This design comes from an exercise in tuning for small area, a short achievable clock period and few clock cycles per item on the open sky130 flow, not from production work.
Where RTL was checked, it was by simulation tests only, not by an equivalence proof against the original.
Power figures rest on the tool's default switching activity, not on a simulated workload.

## complex_multiplier
module complex_multiplier #(
    parameter INT_WIDTH = 8,
    parameter FRAC_WIDTH = 8
) (
    input wire clk,
    input wire rst,
    input wire signed [INT_WIDTH+FRAC_WIDTH-1:0] a_real,
    input wire signed [INT_WIDTH+FRAC_WIDTH-1:0] a_imag,
    input wire signed [INT_WIDTH+FRAC_WIDTH-1:0] b_real,
    input wire signed [INT_WIDTH+FRAC_WIDTH-1:0] b_imag,
    output wire signed [INT_WIDTH+FRAC_WIDTH-1:0] out_real,
    output wire signed [INT_WIDTH+FRAC_WIDTH-1:0] out_imag,
    input wire start,
    output reg done
);
Size: about 65 flip-flops, ~0.029 sq mm of cells after synthesis.
export LEC_CHECK = 0
export CAP_MARGIN = 20
export CORE_MARGIN = 2
export CORE_UTILIZATION = 40
export SETUP_SLACK_MARGIN = 3
export SLEW_MARGIN = 20
create_clock -name core_clock -period 10.0 [get_ports {clk}]
run.sh (not shown) runs the stock make flow with config.mk's settings and CLKGATE_MAP_FILE= SYNTH_SCRIPT=/design/flow/synth_recipe.tcl, a recipe that flattens the netlist after the stock synthesis.
Rerun with:
SETUP_SLACK_MARGIN = not set   (was 3)
Outcome: Cell area decreases by 0.49%. Cell count is about the same. Count of clock-buffer cells in the layout stays the same. Synthesized area stays the same.
No run of this note included a check of the RTL's function; only the layout flow was run.

---

Setup of run 1:
Another version of the RTL of complex_multiplier (not shown whole).
Size in the first run: roughly 1800 cells after synthesis, ~97 flip-flops, ~100 I/O pins, ~0.020 mm2 of cells after synthesis.
// complex_multiplier
module complex_multiplier #(
    parameter INT_WIDTH = 8,
    parameter FRAC_WIDTH = 8
) (
    input wire clk,
    input wire rst,
    input wire signed [INT_WIDTH+FRAC_WIDTH-1:0] a_real,
    input wire signed [INT_WIDTH+FRAC_WIDTH-1:0] a_imag,
    input wire signed [INT_WIDTH+FRAC_WIDTH-1:0] b_real,
    input wire signed [INT_WIDTH+FRAC_WIDTH-1:0] b_imag,
    output wire signed [INT_WIDTH+FRAC_WIDTH-1:0] out_real,
    output wire signed [INT_WIDTH+FRAC_WIDTH-1:0] out_imag,
    input wire start,
    output reg done
);
  wire onen1, twon1;
  cm_enc0 u1 (.y2(b_real[1]), .y1(b_real[0]), .onen(onen1), .twon(twon1));
  wire onen2, twon2;
  cm_enc u2 (.y2(b_real[3]), .y1(b_real[2]), .y0(b_real[1]), .onen(onen2), .twon(twon2));
  wire onen3, twon3;
  cm_enc u3 (.y2(b_real[5]), .y1(b_real[4]), .y0(b_real[3]), .onen(onen3), .twon(twon3));
  wire onen4, twon4;
  cm_enc u4 (.y2(b_real[7]), .y1(b_real[6]), .y0(b_real[5]), .onen(onen4), .twon(twon4));
  wire onen5, twon5;
  cm_enc u5 (.y2(b_real[9]), .y1(b_real[8]), .y0(b_real[7]), .onen(onen5), .twon(twon5));
  wire onen6, twon6;
  cm_enc u6 (.y2(b_real[11]), .y1(b_real[10]), .y0(b_real[9]), .onen(onen6), .twon(twon6));
  wire onen7, twon7;
  cm_enc u7 (.y2(b_real[13]), .y1(b_real[12]), .y0(b_real[11]), .onen(onen7), .twon(twon7));
  wire onen8, twon8;
  cm_enc u8 (.y2(b_real[15]), .y1(b_real[14]), .y0(b_real[13]), .onen(onen8), .twon(twon8));
  wire onen9, twon9;
  cm_enc0 u9 (.y2(b_imag[1]), .y1(b_imag[0]), .onen(onen9), .twon(twon9));
  wire onen10, twon10;
  cm_enc u10 (.y2(b_imag[3]), .y1(b_imag[2]), .y0(b_imag[1]), .onen(onen10), .twon(twon10));
  wire onen11, twon11;
  cm_enc u11 (.y2(b_imag[5]), .y1(b_imag[4]), .y0(b_imag[3]), .onen(onen11), .twon(twon11));
  wire onen12, twon12;
  cm_enc u12 (.y2(b_imag[7]), .y1(b_imag[6]), .y0(b_imag[5]), .onen(onen12), .twon(twon12));
  wire onen13, twon13;
  cm_enc u13 (.y2(b_imag[9]), .y1(b_imag[8]), .y0(b_imag[7]), .onen(onen13), .twon(twon13));
  wire onen14, twon14;
  cm_enc u14 (.y2(b_imag[11]), .y1(b_imag[10]), .y0(b_imag[9]), .onen(onen14), .twon(twon14));
  wire onen15, twon15;
  ...
clock: 10.0 ns
lec_check: 0
cap_margin: 20
core_margin: 2
core_utilization: 40
cts_buf_list: sky130_fd_sc_hd__clkbuf_4 sky130_fd_sc_hd__clkbuf_8
cts_cluster_size: 30
setup_slack_margin: 4.85
slew_margin: 20
synth_hierarchical: 1
synth_minimum_keep_size: 0
standard.sh (not shown) runs the stock make flow with config.mk's settings and CLKGATE_MAP_FILE= SYNTH_SCRIPT=/design/flow/synth_recipe.tcl, a recipe that flattens the netlist after the stock synthesis.
==> flow/flow/run.sh <==
#!/bin/bash
# The standard layout (the standard.sh, standard synthesis unchanged), with two
# placement/resizer settings changed: the input and output ports get a plain buffer
# (buf_4) instead of the resizer's default pick, and the resizer may swap a cell for one
# of another footprint when it repairs timing.
set -euo pipefail
bash standard.sh BUFFER_PORTS_ARGS="-buffer_cell sky130_fd_sc_hd__buf_4" MATCH_CELL_FOOTPRINT=0 finish > layout.log 2>&1
Testbench counts of run 1, summed over its fixed seeds: cycles 4,000, items 4,000.
diff inputs: run 1 => run 2
- SETUP_SLACK_MARGIN now 4.8, was 4.85
==> comparison <==
| area share of and/or/nand/nor cells after synthesis | run 1 vs run 2 | ≈ equal |
Going from run 1 to run 2, fmax shrank slightly.
NOTE: global-route track usage on met1 in run 2 falls short of that of run 1
--- input diff run 2..run 3 ---
- setting PLACE_DENSITY to 0.7 for the first time
- setting GPL_ROUTABILITY_DRIVEN to 0 for the first time
--- outcome ---
Both conditions hold for run 3: the flow ran to the end and the final layout passed the timing, DRC and antenna checks. In terms of power in sequential cells, run 2 and run 3 differ only marginally. Headroom to the max-slew limit delta for run 3 relative to run 2: 7.7 points higher. In the metrics for run 2 and run 3, the one carrying the lower first-pass GRT wire length is run 2. Comparing final critical delay including setup and external delays for run 2 and run 3, the bigger number came from run 3. In run 3 the signed area change from the synthesized netlist to the final layout turned out 0.20 points higher than in run 2. Compared with run 2, run 3 shows a timing-limited maximum frequency that is 0.46% lower. Non-clock buffer count in run 3 is 5 below run 2. Compared run 2 against run 3; utilization within noise. In run 3 relative to run 2, design internal power had gone down slightly. Looking at detailed placer's ending HPWL, run 3 sits below run 2. Run 3 vs run 2, global-route usage went up by 0.19 points.
## Diff of input files: run 4 against run 3
- a deleted GPL_ROUTABILITY_DRIVEN that had been 0
- a deleted PLACE_DENSITY that had been 0.7
==> flow/flow/run.sh <==
#!/bin/bash
# The standard layout (the standard.sh, standard synthesis unchanged), with two
# placement/resizer settings changed: the input and output ports get a plain buffer
# (buf_2) instead of the resizer's default pick, and the resizer may swap a cell for one
# of another footprint when it repairs timing.
set -euo pipefail
bash standard.sh BUFFER_PORTS_ARGS="-buffer_cell sky130_fd_sc_hd__buf_2" MATCH_CELL_FOOTPRINT=0 finish > layout.log 2>&1
[summary]
The run showing the smaller cell-internal power is run 4.
Cmp run 3 and run 4 / number of clock buffers in the layout / lower: run 4
In the tables for run 3 and run 4, largest net degree at the start of global routing reads higher with run 3.
Final instance area was higher in run 4 than in run 3.
When the final numbers for run 3 and run 4 were put side by side, the final worst-path cycle share turned out to be smaller in run 3.
The clock period minus worst slack in run 4 sits 0.071 ns above the value recorded for run 3.
Power per standard cell area: run 4 vs run 3 down about 6.5%
Summary of run 4 over run 3: global-route met2 utilization higher, post-detailed-routing wire length higher, logic gate share of total power roughly the same.

---

== the baseline ==
complex_multiplier, a different RTL version from the one above (not shown whole).
For scale: about 1800 cells after synthesis, ~100 I/O pins.
// complex_multiplier
module complex_multiplier #(
    parameter INT_WIDTH = 8,
    parameter FRAC_WIDTH = 8
) (
    input wire clk,
    input wire rst,
    input wire signed [INT_WIDTH+FRAC_WIDTH-1:0] a_real,
    input wire signed [INT_WIDTH+FRAC_WIDTH-1:0] a_imag,
    input wire signed [INT_WIDTH+FRAC_WIDTH-1:0] b_real,
    input wire signed [INT_WIDTH+FRAC_WIDTH-1:0] b_imag,
    output wire signed [INT_WIDTH+FRAC_WIDTH-1:0] out_real,
    output wire signed [INT_WIDTH+FRAC_WIDTH-1:0] out_imag,
    input wire start,
    output reg done
);
export LEC_CHECK = 0
export CAP_MARGIN = 20
export CORE_MARGIN = 2
export CORE_UTILIZATION = 40
export SETUP_SLACK_MARGIN = 4.8
export SLEW_MARGIN = 20
export SYNTH_HIERARCHICAL = 1
export SYNTH_MINIMUM_KEEP_SIZE = 0
create_clock -name core_clock -period 10.0 [get_ports {clk}]
==> flow/flow/run.sh <==
#!/bin/bash
# The standard layout (the standard.sh, standard synthesis unchanged), with two
# placement/resizer settings changed: the input and output ports get a plain buffer
# (buf_4) instead of the resizer's default pick, and the resizer may swap a cell for one
# of another footprint when it repairs timing.
set -euo pipefail
bash standard.sh BUFFER_PORTS_ARGS="-buffer_cell sky130_fd_sc_hd__buf_4" MATCH_CELL_FOOTPRINT=0 finish > layout.log 2>&1
The baseline: flow completed, timing, DRC and antenna clean
Here is what was changed in the inputs of the candidate compared with the baseline.
- changing SETUP_SLACK_MARGIN from 4.8 to 5.0
==> comparison <==
- Higher worst max-slew margin expressed relative to the limit goes to the candidate over the baseline.
- Compared to the baseline, the candidate has first-pass GRT wire length about 9% higher.
- The estimated power of the candidate ends up higher than the estimate for the baseline.
- Cmp the candidate vs the baseline: count of clock-buffer cells in the layout lower in the candidate
- Final standard cell area without fillers was lower in the baseline than in the candidate.
- The baseline -> the candidate: switching power of the nets increased by a few percent
- Any difference in clock slew at the register clock pins of the worst setup and hold paths between the candidate and the baseline is small enough to ignore.
- The candidate: flow completed, timing, DRC and antenna clean
Function was not checked in any run of this note: the RTL went through the layout flow alone.

---

lane 2:
complex_multiplier with an RTL version that a note above also has.
Size: ~1800 cells after synthesis, ~97 flip-flops, about 100 I/O pins, about 20000 um2 of cells after synthesis.
Design complex_multiplier, start of the top module:
module complex_multiplier #(
    parameter INT_WIDTH = 8,
    parameter FRAC_WIDTH = 8
) (
    input wire clk,
    input wire rst,
    input wire signed [INT_WIDTH+FRAC_WIDTH-1:0] a_real,
    input wire signed [INT_WIDTH+FRAC_WIDTH-1:0] a_imag,
    input wire signed [INT_WIDTH+FRAC_WIDTH-1:0] b_real,
    input wire signed [INT_WIDTH+FRAC_WIDTH-1:0] b_imag,
    output wire signed [INT_WIDTH+FRAC_WIDTH-1:0] out_real,
    output wire signed [INT_WIDTH+FRAC_WIDTH-1:0] out_imag,
    input wire start,
    output reg done
);
Settings: LEC_CHECK=0, CAP_MARGIN=20, CORE_MARGIN=2, CORE_UTILIZATION=40, CTS_BUF_LIST=sky130_fd_sc_hd__clkbuf_4 sky130_fd_sc_hd__clkbuf_8, CTS_CLUSTER_SIZE=30, SETUP_SLACK_MARGIN=4.8, SLEW_MARGIN=20, SYNTH_HIERARCHICAL=1, SYNTH_MINIMUM_KEEP_SIZE=0; clock period 10.0 ns.
==> flow/flow/run.sh <==
#!/bin/bash
# The standard layout (the standard.sh, standard synthesis unchanged), with two
# placement/resizer settings changed: the input and output ports get a plain buffer
# (buf_4) instead of the resizer's default pick, and the resizer may swap a cell for one
# of another footprint when it repairs timing.
set -euo pipefail
bash standard.sh BUFFER_PORTS_ARGS="-buffer_cell sky130_fd_sc_hd__buf_4" MATCH_CELL_FOOTPRINT=0 RECOVER_POWER=100 finish > layout.log 2>&1
Although lane 2 finished all stages, its layout failed final checks on capacitance limit, slew limit.
Testbench counts of lane 2, summed over its fixed seeds: cycles 4,000, items 4,000.
Modified inputs, lane 4 compared to lane 2
--- a/flow/flow/run.sh
+++ b/flow/flow/run.sh
@@ -6,2 +6,2 @@
 set -euo pipefail
-bash standard.sh BUFFER_PORTS_ARGS="-buffer_cell sky130_fd_sc_hd__buf_4" MATCH_CELL_FOOTPRINT=0 RECOVER_POWER=100 finish > layout.log 2>&1
+bash standard.sh BUFFER_PORTS_ARGS="-buffer_cell sky130_fd_sc_hd__buf_4" MATCH_CELL_FOOTPRINT=0 finish > layout.log 2>&1
--- a/flow/config.mk
+++ b/flow/config.mk
@@ -12,3 +12,3 @@
 export CTS_CLUSTER_SIZE = 30
-export SETUP_SLACK_MARGIN = 4.8
+export SETUP_SLACK_MARGIN = 4.7
 export SLEW_MARGIN = 20
## What came out
In summary, lane 4 completed successfully, with a layout that passed the timing, DRC and antenna checks. The capturing element of the worst setup path comes out re_q1_10 in one run and re_q1_11 in the other, namely in lane 2 and lane 4 respectively. Diff lane 2 -> lane 4: number of clock buffers in the layout went up by 1, length of routed met3 wiring shows a reduction of about 7%, number of vias per cell held steady. Lane 4: overall power consumption is 0.00028 W higher than what lane 2 reported.

-- port drivers added, routing unchanged --
How much do the figures lean on ideal ports? The routed layouts below were timed once more, with nothing changed but the port constraints.
Step 1: set_driving_cell puts a clkbuf_16 on clk and a buf_2 on each other input, an assumption about the parent block.
Step 2 adds t to the input delays and takes it off the output delays; t is the mean of the earliest and latest rising clock arrival at the registers after step 1. Input paths then give back, and output paths get back, about the clock's delay inside the block.
a / b / c = ideal / step 1 / step 2; a / b = the first two.
| run | shift t [ns] | setup WS [ns] | latest minus earliest clock arrival (ns) | slew at the worst register clock pin (ns) | worst slew at a driven data input, ns |
|---|---|---|---|---|---|
| the first run of note 1 | 0.443 | 3.024 / 3.072 / 2.629 | 0.014 / 0.014 | 0.07 / 0.07 | 0.07 |
| the second run of note 1 | 0.445 | 2.293 / 2.312 / 1.868 | 0.015 / 0.015 | 0.07 / 0.07 | 0.07 |
| run 1 | 0.485 | 4.899 / 4.823 / 4.338 | 0.011 / 0.011 | 0.09 / 0.09 | 0.20 |
| run 2 | 0.478 | 4.829 / 4.772 / 4.294 | 0.011 / 0.012 | 0.09 / 0.09 | 0.23 |
| run 3 | 0.469 | 4.805 / 4.787 / 4.318 | 0.014 / 0.014 | 0.10 / 0.10 | 0.10 |
| run 4 | 0.481 | 4.734 / 4.763 / 4.282 | 0.009 / 0.009 | 0.09 / 0.09 | 0.12 |
| the baseline | 0.435 | 4.849 / 4.746 / 4.311 | 0.009 / 0.008 | 0.07 / 0.07 | 0.25 |
| the candidate | 0.440 | 4.954 / 4.707 / 4.268 | 0.009 / 0.009 | 0.07 / 0.07 | 0.36 |
| lane 2 | 0.477 | 2.824 / 2.801 / 2.323 | 0.011 / 0.011 | 0.09 / 0.09 | 0.22 |
| lane 4 | 0.481 | 4.748 / 4.744 / 4.263 | 0.008 / 0.009 | 0.09 / 0.09 | 0.08 |
For the candidate, which loses most, drivers alone change the setup slack by -0.247 ns; drivers and shift together by -0.686 ns.
